Background: an optimization exercise with open tools, aiming at small area. Do not read the settings as production practice. Function was checked by simulation only, so behaviour that the tests miss may differ from the original. Power is estimated from default activity; no workload was simulated.

== try-juniper ==
==> flow/design.v <==
module sync_debounce (
	input  logic clk,
	input  logic d,
	output logic q
);
	localparam logic [15:0] CLR  = 16'h05a7;
	localparam logic [15:0] MASK = 16'heabe;
	localparam logic [15:0] VAL  = 16'haaaa;
	logic ff1;
	logic [15:0] y;
	always_ff @(posedge clk) begin
		ff1 <= d;
		if (d ^ ff1)
			y <= CLR;
		else
			y <= {~y[14:0], ~(y[15] ^ y[13] ^ y[11] ^ y[0])};
		if ((y & MASK) == VAL)
			q <= ff1;
	end
endmodule
module sequence_game_top(
    input  logic        clk,
    input  logic        reset,
    input  logic        enter,
    input  logic [15:0] sw,
    input  logic        UART_rxd,
    output logic        UART_txd,
    output logic [7:0]  hex_segA,
    output logic [3:0]  hex_gridA,
    output logic [7:0]  hex_segB,
    output logic [3:0]  hex_gridB,
    output logic [15:0] led
);
    logic       reset_db, enter_db;
    logic [7:0] sw_db;
    sync_debounce reset_debounce (.clk(clk), .d(reset), .q(reset_db));
    sync_debounce enter_debounce (.clk(clk), .d(enter), .q(enter_db));
    generate
        genvar i;
        for (i = 0; i < 8; i++) begin : user_seq_debounce
            sync_debounce switch_debounce (.clk(clk), .d(sw[i]), .q(sw_db[i]));
        end
    endgenerate
    logic uart_mode;
    assign uart_mode = sw[15];
    localparam logic [9:0] BCLR       = 10'h0fb;
    localparam logic [9:0] BFULL_MASK = 10'h3d7;
    localparam logic [9:0] BFULL_VAL  = 10'h3d3;
    localparam logic [9:0] BHALF_MASK = 10'h03f;
    localparam logic [9:0] BHALF_VAL  = 10'h00f;
    function automatic logic [9:0] bstep(input logic [9:0] x);
        bstep = {~x[8:0], ~(x[9] ^ x[2])};
    endfunction
    localparam logic [2:0] S_HALT  = 3'd0;
    localparam logic [2:0] S_GEN   = 3'd1;
    localparam logic [2:0] S_PAUSE = 3'd2;
    localparam logic [2:0] S_CHECK = 3'd3;
    localparam logic [2:0] S_UPD   = 3'd4;
    localparam logic [2:0] S_DONE  = 3'd5;
    logic [2:0] state;
    logic [7:0] score;
    logic [1:0] mistakes;
    logic [2:0] index;
    logic       enter_prev;
    logic [7:0] pattern;
    logic       sequence_check;
    localparam logic [63:0] PATTERNS = {8'b10111110, 8'b10111011, 8'b10111000, 8'b10101011,
                                        8'b01010101, 8'b10010101, 8'b00000001, 8'b11110111};
    assign pattern = PATTERNS[{index, 3'b000} +: 8];
    assign sequence_check = (sw_db == pattern);
    assign led = {sw[15], 7'b0, pattern};
    localparam logic [3:0] T_IDLE  = 4'd0;
    localparam logic [3:0] T_SEND  = 4'd1;    
    localparam logic [3:0] T_START = 4'd2;
    localparam logic [3:0] T_STOP  = 4'd3;
    localparam logic [3:0] T_CLEAN = 4'd4;
    logic [3:0] tx_ph;
    logic [9:0] tx_cnt;
    logic       tx_term;
    logic       tx_ready;
    assign tx_term  = ((tx_cnt & BFULL_MASK) == BFULL_VAL);
    assign tx_ready = (tx_ph == T_IDLE);
    logic [1:0] mtype;    
    logic [3:0] midx;
    logic       sending;
    logic       msg_more;
    logic       ctl_send;
    logic       start_msg;
    assign sending  = (mtype != 2'd0);
    assign msg_more = (mtype == 2'd1) ? (midx < 4'd8) : (midx < 4'd4);
    assign ctl_send = !reset_db && sending && tx_ready && msg_more;
    assign start_msg = uart_mode && tx_ready && !sending &&
                       (state == S_GEN || state == S_UPD);
    always_ff @(posedge clk) begin
        if (reset_db) begin
            mtype <= 2'd0;
        end else if (!sending) begin
            if (start_msg)
                mtype <= (state == S_GEN) ? 2'd1 : (sequence_check ? 2'd2 : 2'd3);
        end else if (tx_ready && !msg_more) begin
            mtype <= 2'd0;
        end
        if (reset_db || !sending)
            midx <= 4'd0;
        else if (ctl_send)
            midx <= midx + 4'd1;
    end
    localparam logic [511:0] TX_TABLE = 512'h00000000000000000000000a214f4e0000000000000000000000000a214b4f00000000000000000a203a7265746e450000000000000000000000000000000000;
    logic [7:0] tx_byte;
    assign tx_byte = TX_TABLE[{mtype, midx, 3'b000} +: 8];
    always_ff @(posedge clk) begin
        if (ctl_send)
            tx_ph <= T_SEND;
        else if (reset)
            tx_ph <= T_IDLE;
        else begin
            case (tx_ph)
                T_IDLE:  ;
                T_SEND:  tx_ph <= T_START;
                T_START: if (tx_term) tx_ph <= 4'd8;
                T_STOP:  if (tx_term) tx_ph <= T_CLEAN;
                T_CLEAN: tx_ph <= T_IDLE;
                default: if (tx_term) tx_ph <= (tx_ph == 4'd15) ? T_STOP : tx_ph + 4'd1;
            endcase
        end
        if (tx_ph == T_IDLE || tx_ph == T_SEND || tx_term)
            tx_cnt <= BCLR;
        else
            tx_cnt <= bstep(tx_cnt);
    end
    always_comb begin
        if (tx_ph[3])
            UART_txd = tx_byte[tx_ph[2:0]];
        else
            UART_txd = (tx_ph != T_START);
    end
    localparam logic [3:0] R_IDLE = 4'd0;
    localparam logic [3:0] R_HALF = 4'd1;
    localparam logic [3:0] R_STOP = 4'd2;
    localparam logic [3:0] R_DONE = 4'd3;
    localparam logic [7:0] PAT_E = 8'h65;
    localparam logic [7:0] PAT_R = 8'h72;
    logic [3:0] rx_ph;
    logic [9:0] rx_cnt;
    logic       rx_term;
    logic       m_e, m_r;       
    logic       rx_valid;
    logic       rx_ack;
    logic       enter_rcvd;
    assign rx_term = (rx_ph == R_HALF) ? ((rx_cnt & BHALF_MASK) == BHALF_VAL)
                                       : ((rx_cnt & BFULL_MASK) == BFULL_VAL);
    always_ff @(posedge clk) begin
        if (reset) begin
            rx_ph    <= R_IDLE;
            rx_valid <= 1'b0;
        end else begin
            if (rx_ack)
                rx_valid <= 1'b0;
            case (rx_ph)
                R_IDLE: if (!UART_rxd) rx_ph <= R_HALF;
                R_HALF: if (rx_term) rx_ph <= 4'd8;
                R_STOP: if (rx_term) begin
                    rx_ph    <= R_DONE;
                    rx_valid <= 1'b1;
                end
                R_DONE: rx_ph <= R_IDLE;
                default: if (rx_term) rx_ph <= (rx_ph == 4'd15) ? R_STOP : rx_ph + 4'd1;
            endcase
        end
        if (rx_ph == R_HALF) begin
            m_e <= 1'b1;
            m_r <= 1'b1;
        end else if (rx_ph[3] && rx_term && rx_ph[2:0] != 3'd5) begin
            if (UART_rxd != PAT_E[rx_ph[2:0]]) m_e <= 1'b0;
            if (UART_rxd != PAT_R[rx_ph[2:0]]) m_r <= 1'b0;
        end
        if (rx_ph == R_IDLE || rx_term)
            rx_cnt <= BCLR;
        else
            rx_cnt <= bstep(rx_cnt);
    end
    always_ff @(posedge clk) begin
        if (reset_db)
            rx_ack <= 1'b0;
        else
            rx_ack <= rx_valid && !rx_ack;
    end
    assign enter_rcvd = rx_ack && m_e;
    logic enter_edge;
    assign enter_edge = enter_db & ~enter_prev;
    logic [2:0] state_nxt;
    always_comb begin
        state_nxt = state;
        case (state)
            S_HALT:  state_nxt = S_GEN;
            S_GEN:   state_nxt = S_PAUSE;
            S_PAUSE: if (uart_mode ? enter_rcvd : enter_edge) state_nxt = S_CHECK;
            S_CHECK: state_nxt = S_UPD;
            S_UPD:   state_nxt = (mistakes == 2'd3) ? S_DONE : S_GEN;
            S_DONE:  if (uart_mode ? (rx_valid && m_r) : enter_edge) state_nxt = S_HALT;
            default: ;
        endcase
    end
    always_ff @(posedge clk) begin
        if (reset_db) begin
            state      <= S_HALT;
            enter_prev <= 1'b0;
            score      <= 8'd0;
            mistakes   <= 2'd0;
            index      <= 3'd0;
        end else begin
            state      <= state_nxt;
            enter_prev <= enter_db;
            if (state == S_UPD && sequence_check)
                score <= score + 8'd1;
            if (state == S_UPD && !sequence_check)
                mistakes <= mistakes + 2'd1;
            if (state == S_GEN)
                index <= index + 3'd1;
        end
    end
    localparam logic [15:0] HCLR  = 16'h5251;
    localparam logic [15:0] HMASK = 16'heeae;
    localparam logic [15:0] HVAL  = 16'haeaa;
    logic [15:0] hcnt;
    logic [1:0]  digit;
    logic        hterm;
    assign hterm = ((hcnt & HMASK) == HVAL);
    always_ff @(posedge clk) begin
        if (reset_db || hterm)
            hcnt <= HCLR;
        else
            hcnt <= {~hcnt[14:0], ~(hcnt[15] ^ hcnt[13] ^ hcnt[11] ^ hcnt[0])};
        if (reset_db)
            digit <= 2'd0;
        else if (hterm)
            digit <= digit + 2'd1;
    end
    localparam logic [111:0] SEG7 = {
        7'b1110001, 7'b1111001, 7'b1011110, 7'b0111001,    
        7'b1111100, 7'b1110111, 7'b1101111, 7'b1111111,    
        7'b0000111, 7'b1111101, 7'b1101101, 7'b1100110,    
        7'b1001111, 7'b1011011, 7'b0000110, 7'b0111111};   
    function automatic logic [6:0] seg7(input logic [3:0] n);
        seg7 = SEG7[7*n +: 7];
    endfunction
    logic [3:0] nibA;
    assign nibA = digit[0] ? score[3:0] : score[7:4];
    always_comb begin
        if (reset_db) begin
            hex_gridA = 4'hF;
            hex_segA  = 8'hFF;
            hex_segB  = 8'hFF;
        end else begin
            hex_gridA = ~(4'b0001 << digit);
            hex_segA  = {1'b1, ~(digit[1] ? seg7(nibA) : seg7(4'h0))};
            hex_segB  = {1'b1, ~((digit == 2'd3) ? seg7({1'b0, state}) : seg7(4'h0))};
        end
    end
    assign hex_gridB = hex_gridA;
endmodule
export LEC_CHECK = 0
export CAP_MARGIN = 20
export CORE_MARGIN = 2
export CORE_UTILIZATION = 40
export SLEW_MARGIN = 20
create_clock -name core_clock -period 10.0 [get_ports {clk}]
standard.sh (not shown) runs the stock make flow with config.mk's settings and CLKGATE_MAP_FILE= SYNTH_SCRIPT=/design/flow/synth_recipe.tcl, a recipe that flattens the netlist after the stock synthesis.
==> flow/flow/run.sh <==
#!/bin/bash
# Layout flow: the standard ORFS flow, with
#  - synthesis: the standard script, but without full/half-adder extraction
#    and with an area-oriented ABC mapping script (flow/area.abc)
#  - port buffers: sky130_fd_sc_hd__buf_1
#  - CTS: small clock buffers, no dummy loads
#  - tie cells shared by their loads (no tie fan-out repair), no pass-through
#    buffers in synthesis (the port buffers take their place)
# Settings are in flow/settings.sh.  standard.sh's output goes to
# standard.log; ORFS keeps each step's log under orfs/logs/.
set -uo pipefail
HERE=$(pwd)
sed "s#log_cmd abc {\*}\$abc_args#log_cmd abc -script $HERE/flow/area.abc {*}[lrange \$abc_args 2 end]#" \
    "$FLOW_HOME/scripts/synth.tcl" > "$HERE/my_orfs_synth.tcl"
grep -q "flow/area.abc" "$HERE/my_orfs_synth.tcl" || { echo "abc hook not found"; exit 1; }
sed "s#source \$::env(SCRIPTS_DIR)/synth.tcl#source $HERE/my_orfs_synth.tcl#" synth_recipe.tcl > "$HERE/my_synth.tcl"
grep -q "my_orfs_synth.tcl" "$HERE/my_synth.tcl" || { echo "synth hook not found"; exit 1; }
source "$HERE/flow/settings.sh"
bash standard.sh SYNTH_SCRIPT="$HERE/my_synth.tcl" ADDER_MAP_FILE= \
    BUFFER_PORTS_ARGS="$PORT_BUF_ARGS" CTS_ARGS="$CTS_ARGS_SET" $EXTRA finish > "$HERE/standard.log" 2>&1
==> flow/flow/area.abc <==
strash
&get -n
&fraig -x
&put
scorr
dc2
dretime
strash
&get -n
&dch -f
&nf -a -R 1000
&put
==> flow/flow/settings.sh <==
PORT_BUF_ARGS="-buffer_cell sky130_fd_sc_hd__buf_1"
CTS_ARGS_SET="-sink_clustering_enable -repair_clock_nets -dont_use_dummy_load -buf_list sky130_fd_sc_hd__clkbuf_4 -root_buf sky130_fd_sc_hd__clkbuf_4 -sink_clustering_size 13 -sink_clustering_max_diameter 40"
EXTRA="SKIP_REPAIR_TIE_FANOUT=1 SYNTH_INSBUF=0 GPL_TIMING_DRIVEN=0 CAP_MARGIN=0 SLEW_MARGIN=0"
[inputs] try-maple vs try-juniper
-- flow/flow/run.sh --
<<< try-juniper, line 6
#  - CTS: small clock buffers, no dummy loads
#  - tie cells shared by their loads (no tie fan-out repair), no pass-through
#    buffers in synthesis (the port buffers take their place)
# Settings are in flow/settings.sh.  standard.sh's output goes to
# standard.log; ORFS keeps each step's log under orfs/logs/.
set -uo pipefail
>>> try-maple, line 6
#  - CTS: small clock buffers, no dummy loads
set -uo pipefail
==> flow/flow/settings.sh <==
PORT_BUF_ARGS="-buffer_cell sky130_fd_sc_hd__buf_1"
CTS_ARGS_SET="-sink_clustering_enable -repair_clock_nets -dont_use_dummy_load -buf_list sky130_fd_sc_hd__clkbuf_4 -root_buf sky130_fd_sc_hd__clkbuf_8 -sink_clustering_size 12 -sink_clustering_max_diameter 35"
EXTRA="SKIP_REPAIR_TIE_FANOUT=1 SYNTH_INSBUF=0 CORE_UTILIZATION=55 PLACE_DENSITY=0.7"
- Re post-placement worst setup slack: try-maple and try-juniper aren't equal, and the lower value belongs to try-juniper.
- Compared with try-juniper, try-maple shows initial standard-cell utilization of the core higher by 16 points.
- Core util | try-maple vs try-juniper | try-maple higher
- Compared with try-juniper, in try-maple overall power +about 1.6%; worst setup margin +0.35 ns; final worst-path cycle share -3.5 points.
For try-delta, these inputs were changed with respect to try-maple:
-- flow/flow/area.abc --
<<< try-maple, line 9
&get -n
&dch -f
>>> try-delta, line 9
&get -n
&deepsyn -T 120
&dch -f
==> flow/flow/settings.sh <==
PORT_BUF_ARGS="-buffer_cell sky130_fd_sc_hd__buf_1"
CTS_ARGS_SET="-sink_clustering_enable -repair_clock_nets -dont_use_dummy_load -buf_list sky130_fd_sc_hd__clkbuf_4 -root_buf sky130_fd_sc_hd__clkbuf_8 -sink_clustering_size 10 -sink_clustering_max_diameter 50"
EXTRA="SKIP_REPAIR_TIE_FANOUT=1"
Results
- try-delta finished every step from synthesis to the final layout, and the layout passed the timing, design-rule and antenna checks.
- Of try-delta and try-maple, the lower global-route track usage on met2 belongs to try-delta.
- Re synthesized cell count: try-delta is about 2% down on try-maple.
- Sequential share of layout area in try-delta is 0.71 points above try-maple.
- Final non-filler cell total in try-delta is about 5% higher than in try-maple
- Compared with try-maple, wire length of the first global-routing pass in try-delta decreased by a few percent.
- Number of well taps grows by more than a quarter when moving from try-maple to try-delta.
- try-delta falls short of try-maple in total leakage power.
- When try-delta is set beside try-maple, its overall power after layout turns out to be about 11% smaller.
- Changes observed in try-delta relative to try-maple: global-route usage shows a reduction of 5.6 points, maximum frequency shows a reduction of about 0.7%.
The following lists how try-ember was set up differently from try-delta:
-- flow/flow/area.abc --
<<< try-delta, line 9
&get -n
&deepsyn -T 120
&dch -f
>>> try-ember, line 9
&get -n
&dch -f
==> flow/flow/settings.sh <==
PORT_BUF_ARGS="-buffer_cell sky130_fd_sc_hd__buf_1"
CTS_ARGS_SET="-sink_clustering_enable -repair_clock_nets -dont_use_dummy_load -buf_list sky130_fd_sc_hd__clkbuf_4 -root_buf sky130_fd_sc_hd__clkbuf_8 -sink_clustering_size 10 -sink_clustering_max_diameter 50"
EXTRA=""
Via-per-instance ratio essentially unchanged between try-delta and try-ember. Clock-buffer cell count, try-ember and try-delta: lower on try-ember. The run showing the greater hold slack is try-delta. In try-ember, the mean instance size in the synthesized netlist came out about 1.1% below the value in try-delta. Wire length, try-ember and try-delta: larger value in try-ember. Compared with try-delta, try-ember shows a higher number of inserted filler cells in the final layout. try-ember can be clocked slower than try-delta. [diff] power after layout, try-ember relative to try-delta: regression. Sort try-ember and try-delta by area after synthesis desc -> top: try-ember. Re total routing resource utilization after global routing: try-ember and try-delta aren't equal, and the higher value belongs to try-ember. Compared with try-delta, try-ember shows sequential fraction of total cell area lower by 1.6 points.
diff inputs: try-ember => try-cedar
-- flow/flow/run.sh --
<<< try-ember, line 6
#  - CTS: small clock buffers, no dummy loads
set -uo pipefail
>>> try-cedar, line 6
#  - CTS: small clock buffers, no dummy loads
#  - tie cells shared by their loads (no tie fan-out repair), no pass-through
#    buffers in synthesis (the port buffers take their place)
# Settings are in flow/settings.sh.  standard.sh's output goes to
# standard.log; ORFS keeps each step's log under orfs/logs/.
set -uo pipefail
==> flow/flow/settings.sh <==
PORT_BUF_ARGS="-buffer_cell sky130_fd_sc_hd__buf_1"
CTS_ARGS_SET="-sink_clustering_enable -repair_clock_nets -dont_use_dummy_load -buf_list sky130_fd_sc_hd__clkbuf_4 -root_buf sky130_fd_sc_hd__clkbuf_4 -sink_clustering_size 12 -sink_clustering_max_diameter 45"
EXTRA="SKIP_REPAIR_TIE_FANOUT=1 SYNTH_INSBUF=0 GPL_TIMING_DRIVEN=0 CAP_MARGIN=0 SLEW_MARGIN=0"
==> comparison <==
[compare] base=try-ember new=try-cedar: largest fanout of any net on the critical path increased 12, critical path depth decreased 3, power per cell area decreased about 1%, overall track demand over capacity in global routing increased 0.35 points, clock-buffer cell count decreased 2.
Number of fill cells in the layout, try-cedar and try-ember, higher one = try-ember.
try-ember has a higher die area than try-cedar.
Synthesized area in try-cedar vs try-ember: down about 1.3%
try-cedar vs. try-ember: longest individual stage delay on the worst path went up by 0.21 ns.

==> re-timing with driven ports <==
In the flow no input, the clock included, has a driving cell. The finished layouts below were timed again as built, in two steps. Step 1 sets driving cells, clkbuf_16 on the clock port and buf_2 on the other inputs (assumed; they add their load-dependent delay and slew). Step 2, shift: input delay + t, output delay - t, t = (earliest + latest rising clock arrival at the registers) / 2. This alone moves slack from input paths to output paths. a / b / c = ideal / step 1 / step 2; a / b = the first two.
| run | shift t [ns] | setup WS [ns] | hold slack, ns | clock arrival spread, ns |
|---|---|---|---|---|
| try-juniper | 0.649 | 5.088 / 5.049 / 5.563 | 0.321 / 0.321 / 0.321 | 0.068 / 0.069 |
| try-maple | 0.556 | 5.438 / 5.398 / 5.583 | 0.331 / 0.331 / 0.331 | 0.061 / 0.061 |
| try-delta | 0.553 | 5.406 / 5.367 / 5.613 | 0.347 / 0.347 / 0.347 | 0.064 / 0.064 |
| try-ember | 0.556 | 5.339 / 5.302 / 5.576 | 0.340 / 0.340 / 0.340 | 0.031 / 0.032 |
| try-cedar | 0.650 | 5.106 / 5.067 / 5.559 | 0.339 / 0.339 / 0.339 | 0.064 / 0.064 |
After both steps every run listed still meets setup and hold.
